Background: an optimization exercise with open tools, aiming at small area. Do not read the settings as production practice.
Where RTL was checked, it was by simulation tests only, not by an equivalence proof against the original.

Setup of rev 12:
// fixed_point_divider
module fixed_point_divider #(
    IN_WIDTH = 12,
    OUT_WIDTH = 12
) (
    input clk,
    input rst_n,
    input logic din_valid,
    input  logic signed [ IN_WIDTH-1:0] rs1,
    input  logic signed [ IN_WIDTH-1:0] rs2,
    output logic        [OUT_WIDTH-1:0] rd,
    output logic                        dout_valid
);
For scale: ~860 cells after synthesis, roughly 360 flip-flops, roughly 40 I/O pins.
export LEC_CHECK = 0
export CAP_MARGIN = 20
export CORE_MARGIN = 2
export CORE_UTILIZATION = 70
export SLEW_MARGIN = 20
create_clock -name core_clock -period 10.0 [get_ports {clk}]
standard.sh (not shown) runs the stock make flow with config.mk's settings and CLKGATE_MAP_FILE= SYNTH_SCRIPT=/design/flow/synth_recipe.tcl, a recipe that flattens the netlist after the stock synthesis.
==> flow/flow/run.sh <==
#!/bin/bash
# Layout flow: the standard ORFS flow (standard.sh), with two changes to
# how the layout is built:
#  - ports are buffered with sky130_fd_sc_hd__buf_1 instead of the buffer
#    ORFS picks by itself (a 10 um2 clock-delay buffer);
#  - clock tree synthesis uses clkbuf_8 leaf clusters and no dummy loads.
# Everything else (synthesis, floorplan, power grid, placement, routing) is
# the standard flow.  The full output goes to flow.log in this folder; the
# per-step ORFS logs are under orfs/logs/.
set -euo pipefail
cd "$(dirname "$0")/.."
export BUFFER_PORTS_ARGS="-buffer_cell sky130_fd_sc_hd__buf_1"
export CTS_ARGS="-sink_clustering_enable -repair_clock_nets -dont_use_dummy_load -buf_list sky130_fd_sc_hd__clkbuf_8 -sink_clustering_size 22 -sink_clustering_max_diameter 50"
bash standard.sh > flow.log 2>&1
Edits applied to the flow inputs when going from rev 12 to rev 13:
--- a/flow/design.v
+++ b/flow/design.v
@@ -8,19 +8,22 @@
     input logic din_valid,
     input  logic signed [ IN_WIDTH-1:0] rs1,
     input  logic signed [ IN_WIDTH-1:0] rs2,
     output logic        [OUT_WIDTH-1:0] rd,
     output logic                        dout_valid
 );
-  logic [4:0] rcnt;
-  wire rdone = (rcnt == 5'd23);
+  logic [21:0] vld;
   always_ff @(posedge clk or negedge rst_n) begin
-    if (!rst_n) rcnt <= '0;
-    else if (!rdone) rcnt <= rcnt + 5'd1;
+    if (!rst_n) begin
+      vld <= '0;
+      dout_valid <= 1'b0;
+    end else begin
+      vld <= {vld[20:0], din_valid};
+      dout_valid <= vld[21];
+    end
   end
-  assign dout_valid = rdone & (rd != 12'h7ff);
   wire [10:0] a = rs1[10:0];
   wire [10:0] b = rs2[10:0];
   wire [11:0] ma, mb;
   assign ma[0] = 1'b0;
   assign mb[0] = 1'b0;
   for (genvar i = 0; i < 11; i++) begin : g_neg
@@ -46,14 +49,14 @@
   wire s0_G10_0 = s0_g[10] | (s0_p[10] & s0_G9_0);
   wire [11:0] s0_c = {s0_G10_0, s0_G9_0, s0_G8_0, s0_G7_0, s0_G6_0, s0_G5_0, s0_G4_0, s0_G3_0, s0_G2_0, s0_G1_0, s0_g[0], 1'b0};
   wire [11:0] s0_bw = s0_c;
   wire s0_q = s0_t[11] | ~s0_bw[11];
   wire [11:0] s0_cc = ~s0_bw;
   wire [10:0] s0_r = s0_q ? (s0_t[10:0] ^ nB0 ^ s0_cc[10:0]) : s0_t[10:0];
-  wire [10:0] nB1 = nB0 | {11{sat | ~din_valid}};
-  wire [0:0] q0 = s0_q & din_valid;
+  wire [10:0] nB1 = nB0 | {11{sat}};
+  wire [0:0] q0 = s0_q;
   logic [10:0] r_p1;
   logic [10:0] nB_p1;
   logic [0:0] q_p1;
   always_ff @(posedge clk) begin
     r_p1 <= ~s0_r;
     nB_p1 <= ~nB1;
@@ -263,30 +266,20 @@
   wire [10:0] s9_r = s9_q ? (s9_t[10:0] ^ (~nB_p5) ^ s9_cc[10:0]) : s9_t[10:0];
   wire [9:0] q9 = {q_p5, s9_q};
   wire [11:0] s10_t = {s9_r, 1'b0};
   wire [10:0] s10_g = ~s10_t[10:0] & ~(~nB_p5);
   wire [10:0] s10_p = ~(s10_t[10:0] ^ ~(~nB_p5));
   wire s10_G1_0 = s10_g[1] | (s10_p[1] & s10_g[0]);
-  wire s10_G3_2 = s10_g[3] | (s10_p[3] & s10_g[2]);
-  wire s10_P3_2 = s10_p[3] & s10_p[2];
-  wire s10_G5_4 = s10_g[5] | (s10_p[5] & s10_g[4]);
-  wire s10_P5_4 = s10_p[5] & s10_p[4];
-  wire s10_G7_6 = s10_g[7] | (s10_p[7] & s10_g[6]);
-  wire s10_P7_6 = s10_p[7] & s10_p[6];
-  wire s10_G9_8 = s10_g[9] | (s10_p[9] & s10_g[8]);
-  wire s10_P9_8 = s10_p[9] & s10_p[8];
-  wire s10_G3_0 = s10_G3_2 | (s10_P3_2 & s10_G1_0);
-  wire s10_G7_4 = s10_G7_6 | (s10_P7_6 & s10_G5_4);
-  wire s10_P7_4 = s10_P7_6 & s10_P5_4;
-  wire s10_G7_0 = s10_G7_4 | (s10_P7_4 & s10_G3_0);
-  wire s10_G5_0 = s10_G5_4 | (s10_P5_4 & s10_G3_0);
-  wire s10_G9_0 = s10_G9_8 | (s10_P9_8 & s10_G7_0);
   wire s10_G2_0 = s10_g[2] | (s10_p[2] & s10_G1_0);
+  wire s10_G3_0 = s10_g[3] | (s10_p[3] & s10_G2_0);
   wire s10_G4_0 = s10_g[4] | (s10_p[4] & s10_G3_0);
+  wire s10_G5_0 = s10_g[5] | (s10_p[5] & s10_G4_0);
   wire s10_G6_0 = s10_g[6] | (s10_p[6] & s10_G5_0);
+  wire s10_G7_0 = s10_g[7] | (s10_p[7] & s10_G6_0);
   wire s10_G8_0 = s10_g[8] | (s10_p[8] & s10_G7_0);
+  wire s10_G9_0 = s10_g[9] | (s10_p[9] & s10_G8_0);
   wire s10_G10_0 = s10_g[10] | (s10_p[10] & s10_G9_0);
   wire [11:0] s10_c = {s10_G10_0, s10_G9_0, s10_G8_0, s10_G7_0, s10_G6_0, s10_G5_0, s10_G4_0, s10_G3_0, s10_G2_0, s10_G1_0, s10_g[0], 1'b0};
   wire [11:0] s10_bw = s10_c;
   wire s10_q = s10_t[11] | ~s10_bw[11];
   wire [11:0] s10_cc = ~s10_bw;
   wire [10:0] s10_r = s10_q ? (s10_t[10:0] ^ (~nB_p5) ^ s10_cc[10:0]) : s10_t[10:0];
When rev 13 is set beside rev 12, its layout clock buffer count turns out to be 2 larger.
Lower sum of buffers and inverters on the critical path among rev 12 and rev 13: rev 12
Comparing the two runs side by side, rev 13 comes out behind rev 12 on post-route minimum period.
Cmp rev 13 vs rev 12: starting utilization of the core area lower in rev 13
Rev 13 falls short of rev 12 in final area.
Multiplexer share of the synthesized area for rev 13: 0.17 points down relative to rev 12
Rev 13: count of different cell masters after synthesis lower than rev 12
Rev 13 against rev 12; vertical die dimension is up slightly.
Relative to rev 12, sum of routed wire length over all layers decreased by 600 um in rev 13.
Upper clock frequency limit of rev 13 falls short of that of rev 12 slightly.
Sum of negative setup slack: rev 12 vs rev 13 identical
From rev 12 to rev 13 the numbers moved as follows: signed area change from the synthesized netlist to the final layout shows an increase of 0.85 points, maximum fanout along the worst path shows a reduction of 8.
The RTL of rev 13 was laid out without a check of its function.

## separate check: timing with driven ports
In the flow no input, the clock included, has a driving cell. The finished layouts below were timed again as built, in two steps.
Step 1: set_driving_cell puts a clkbuf_16 on clk and a buf_2 on each other input, an assumption about the parent block.
Step 2 times the ports against the registers' clock, not the clock port: input delays grow and output delays shrink by t, the midpoint of the rising clock arrivals with the driver on.
a / b / c = ideal / step 1 / step 2; a / b = the first two.
| run | t (ns) | setup WS [ns] | latest minus earliest clock arrival (ns) | worst slew at a driven data input, ns |
|---|---|---|---|---|
| rev 12 | 0.568 | 0.517 / 0.517 / 0.517 | 0.063 / 0.063 | 0.04 |
| rev 13 | 0.586 | 0.458 / 0.458 / 0.458 | 0.087 / 0.087 | 0.04 |
After both steps setup and hold are still met in every run listed.
